What follows belongs to an exercise in optimizing a design on an open flow for small area; a production flow would make more cautious choices.
The RTL was checked by simulation tests, not by an equivalence proof against the original design.
Power is estimated from default activity; no workload was simulated.

Design Project_Sensor, start of the top module:
module Project_Sensor(
    input           iClk,
    input           iRst,
    input           iSet,
    input   [4:0]   iMode,
    input           iFPGA_Btn_U,
    input           iFPGA_Btn_D,
    input           iFPGA_Btn_R,
    input           iFPGA_Btn_L,
    output  [3:0]   oFnd_Com,
    output  [7:0]   oFnd_Data,
    output  [3:0]   oLed_Alarm,
    output  [9:0]   oLed,
    input           iEcho,
    output          oTrig,
    input           iDHT_In,
    output          oDHT_Out,
    output          oDHT_En
    );
    wire wClock = (iMode[4:1] == 4'b0000);
    wire wSW    = (iMode[4:1] == 4'b0001);
    wire wTimer = (iMode[4:1] == 4'b0010);
    wire wUltra = (iMode[4:1] == 4'b0100);
    wire wDHT   = (iMode[4:1] == 4'b1000);
    wire            wBtn_U, wBtn_D, wBtn_L, wBtn_R;
    wire    [2:0]   wSel;
    wire            wDot;
    ps_base U_Base (
        .iClk(iClk), .iRst(iRst),
        .iFPGA_Btn_U(iFPGA_Btn_U), .iFPGA_Btn_D(iFPGA_Btn_D),
        .iFPGA_Btn_L(iFPGA_Btn_L), .iFPGA_Btn_R(iFPGA_Btn_R),
        .oBtn_U(wBtn_U), .oBtn_D(wBtn_D), .oBtn_L(wBtn_L), .oBtn_R(wBtn_R),
        .oSel(wSel), .oDot(wDot));
    wire    [1:0]   wCLK_Set;
  ...
==> flow/config.mk <==
export PLATFORM = sky130hd
export DESIGN_NAME = Project_Sensor
export DESIGN_NICKNAME = Project_Sensor
export VERILOG_FILES = /design/flow/design.v
export SDC_FILE = /design/flow/constraint.sdc
export NUM_CORES = 4
export LEC_CHECK = 0
export ABC_AREA = 1
export CAP_MARGIN = 20
export CORE_MARGIN = 2
export CORE_UTILIZATION = 40
export SLEW_MARGIN = 20
==> flow/constraint.sdc <==
create_clock -name core_clock -period 14.0 [get_ports {iClk}]
set_input_delay 2.8000 -clock core_clock [delete_from_list [all_inputs] [get_ports {iClk}]]
set_output_delay 2.8000 -clock core_clock [all_outputs]
set_load 0.01 [all_outputs]
standard.sh (not shown) runs the stock make flow with config.mk's settings and CLKGATE_MAP_FILE= SYNTH_SCRIPT=/design/flow/synth_recipe.tcl, a recipe that flattens the netlist after the stock synthesis.
==> flow/flow/run.sh <==
#!/bin/bash
# Layout flow: the standard ORFS flow (standard.sh) with these changes:
#  - synthesis maps logic with an area-oriented ABC script (flow/abc_area.script), and
#    leaves adders to ABC instead of mapping them to half/full-adder cells first
#    (ADDER_MAP_FILE empty); everything else in synthesis, including the registers,
#    is the standard synthesis;
#  - ports are buffered with the smallest buffer (sky130_fd_sc_hd__buf_1);
#  - CTS uses small leaf buffers, larger sink clusters and no dummy loads.
# Each tool's output goes to the ORFS logs under orfs/logs; make's own output to flow_make.log.
set -euo pipefail
cd "$(dirname "$0")/.."
export BUFFER_PORTS_ARGS="-buffer_cell sky130_fd_sc_hd__buf_1"
W=$PWD

cat > "$W/flow_synth.tcl" <<EOT
proc abc {args} {
  set i [lsearch -exact \$args -script]
  if {\$i >= 0} { lset args [expr {\$i + 1}] {$W/flow/abc_area.script} }
  puts "abc with area script: \$args"
  yosys abc {*}\$args
}
source {$W/synth_recipe.tcl}
EOT

sed -E "s#SYNTH_SCRIPT=[^ ]+#SYNTH_SCRIPT=$W/flow_synth.tcl#" standard.sh > flow_standard.sh
grep -q "SYNTH_SCRIPT=$W/flow_synth.tcl" flow_standard.sh

CTS="-sink_clustering_enable -repair_clock_nets -dont_use_dummy_load -buf_list sky130_fd_sc_hd__clkbuf_8 -sink_clustering_size 16 -sink_clustering_max_diameter 60"
export CTS_ARGS="$CTS"
bash flow_standard.sh finish ADDER_MAP_FILE= > "$W/flow_make.log" 2>&1
==> flow/flow/abc_area.script <==
strash
&get -n
&fraig -x
&deepsyn -T 60
&put
strash
&get -n
&dc2
&dch -f
&nf -R 1000
&put
strash
&get -n
&dc2
&dch -f
&nf -R 1000
&put
==> next run, changes <==
--- a/flow/flow/run.sh
+++ b/flow/flow/run.sh
@@ -26,5 +26,5 @@
 grep -q "SYNTH_SCRIPT=$W/flow_synth.tcl" flow_standard.sh
 
-CTS="-sink_clustering_enable -repair_clock_nets -dont_use_dummy_load -buf_list sky130_fd_sc_hd__clkbuf_8 -sink_clustering_size 16 -sink_clustering_max_diameter 60"
+CTS="-sink_clustering_enable -repair_clock_nets -dont_use_dummy_load -buf_list sky130_fd_sc_hd__clkbuf_8 -sink_clustering_size 12 -sink_clustering_max_diameter 60"
 export CTS_ARGS="$CTS"
 bash flow_standard.sh finish ADDER_MAP_FILE= > "$W/flow_make.log" 2>&1
After rerunning: The changed run went through all stages and came out clean; register-to-register slack is better by 680 ps; design area is about the same; combinational power climbs by roughly a tenth; routed wire length climbs slightly; fmax climbs slightly; non-clock buffer count drops by 4; area after synthesis climbs slightly; power climbs by a few percent; worst setup slack is better by 110 ps.

* * *

Setup of main:
Starting RTL as in the previous note.
clock: 14.0 ns
lec_check: 0
abc_area: 1
cap_margin: 20
core_margin: 2
core_utilization: 40
slew_margin: 20
==> flow/flow/run.sh <==
#!/bin/bash
# Layout flow: the standard ORFS flow (standard.sh) with three changes:
#  - synthesis maps logic with an area-oriented ABC script (flow/abc_area.script);
#    everything else in synthesis, including the registers, is the standard synthesis;
#  - ports are buffered with the smallest buffer (sky130_fd_sc_hd__buf_1);
#  - CTS uses small leaf buffers, larger sink clusters and no dummy loads.
# Each tool's output goes to the ORFS logs under orfs/logs; make's own output to flow_make.log.
set -euo pipefail
cd "$(dirname "$0")/.."
export BUFFER_PORTS_ARGS="-buffer_cell sky130_fd_sc_hd__buf_1"
W=$PWD

cat > "$W/flow_synth.tcl" <<EOT
proc abc {args} {
  set i [lsearch -exact \$args -script]
  if {\$i >= 0} { lset args [expr {\$i + 1}] {$W/flow/abc_area.script} }
  puts "abc with area script: \$args"
  yosys abc {*}\$args
}
source {$W/synth_recipe.tcl}
EOT

sed -E "s#SYNTH_SCRIPT=[^ ]+#SYNTH_SCRIPT=$W/flow_synth.tcl#" standard.sh > flow_standard.sh
grep -q "SYNTH_SCRIPT=$W/flow_synth.tcl" flow_standard.sh

CTS="-sink_clustering_enable -repair_clock_nets -dont_use_dummy_load -buf_list sky130_fd_sc_hd__clkbuf_8 -sink_clustering_size 12 -sink_clustering_max_diameter 60"
export CTS_ARGS="$CTS"
bash flow_standard.sh finish > "$W/flow_make.log" 2>&1
Scripts as last shown in full above: flow/flow/abc_area.script
## Diff of input files: the feature branch against main
==> flow/flow/abc_area.script <==
strash
&get -n
&fraig -x
&put
dc2
strash
&get -n
&dc2
&dch -f
&nf -R 1000
&put
strash
&get -n
&dc2
&dch -f
&nf -R 1000
&put
--- outcome ---
The feature branch against main: per-instance average area after synthesis decreased by about 9% relative to the old numbers; final cell count grew by 12%.
For the non-clock buffer count, the feature branch came in 7 higher than main did.
Comparing main and the feature branch, the lower power attributed to the clock group is on the feature branch.
Clock group share of total power in the feature branch is 2.5 points below main.
Hold slack ended up 0.0040 ns lower on the feature branch than on main.
Worst IR drop on VDD: the feature branch better than main
Arrival time reported for the critical path endpoint: the feature branch > main

-- static timing again, ports no longer ideal --
The results above use ideal ports. As a check the final layouts listed here were re-extracted and re-timed, cells and wires unchanged.
Step 1 sets driving cells, clkbuf_16 on the clock port and buf_2 on the other inputs (assumed; they add their load-dependent delay and slew).
Step 2 times the ports against the registers' clock, not the clock port: input delays grow and output delays shrink by t, the midpoint of the rising clock arrivals with the driver on.
Slacks: ideal ports / drivers / drivers and shift; pairs: ideal ports / drivers.
run | t, ns | setup slack, ns | latest minus earliest clock arrival (ns) | slew at the worst register clock pin (ns) | pins driven straight from the clock port
the first run of note 1 | 0.591 | 1.422 / 1.393 / 1.393 | 0.057 / 0.057 | 0.10 / 0.10 | 1
the second run of note 1 | 0.589 | 1.533 / 1.506 / 1.506 | 0.053 / 0.053 | 0.09 / 0.09 | 1
main | 0.626 | 1.953 / 1.929 / 1.929 | 0.056 / 0.056 | 0.08 / 0.08 | 1
the feature branch | 0.619 | 1.291 / 1.268 / 1.268 | 0.089 / 0.089 | 0.09 / 0.09 | 1
After both steps every run listed still meets setup and hold. For the first run of note 1, which loses most, drivers alone change the setup slack by -0.029 ns; drivers and shift together by -0.029 ns.
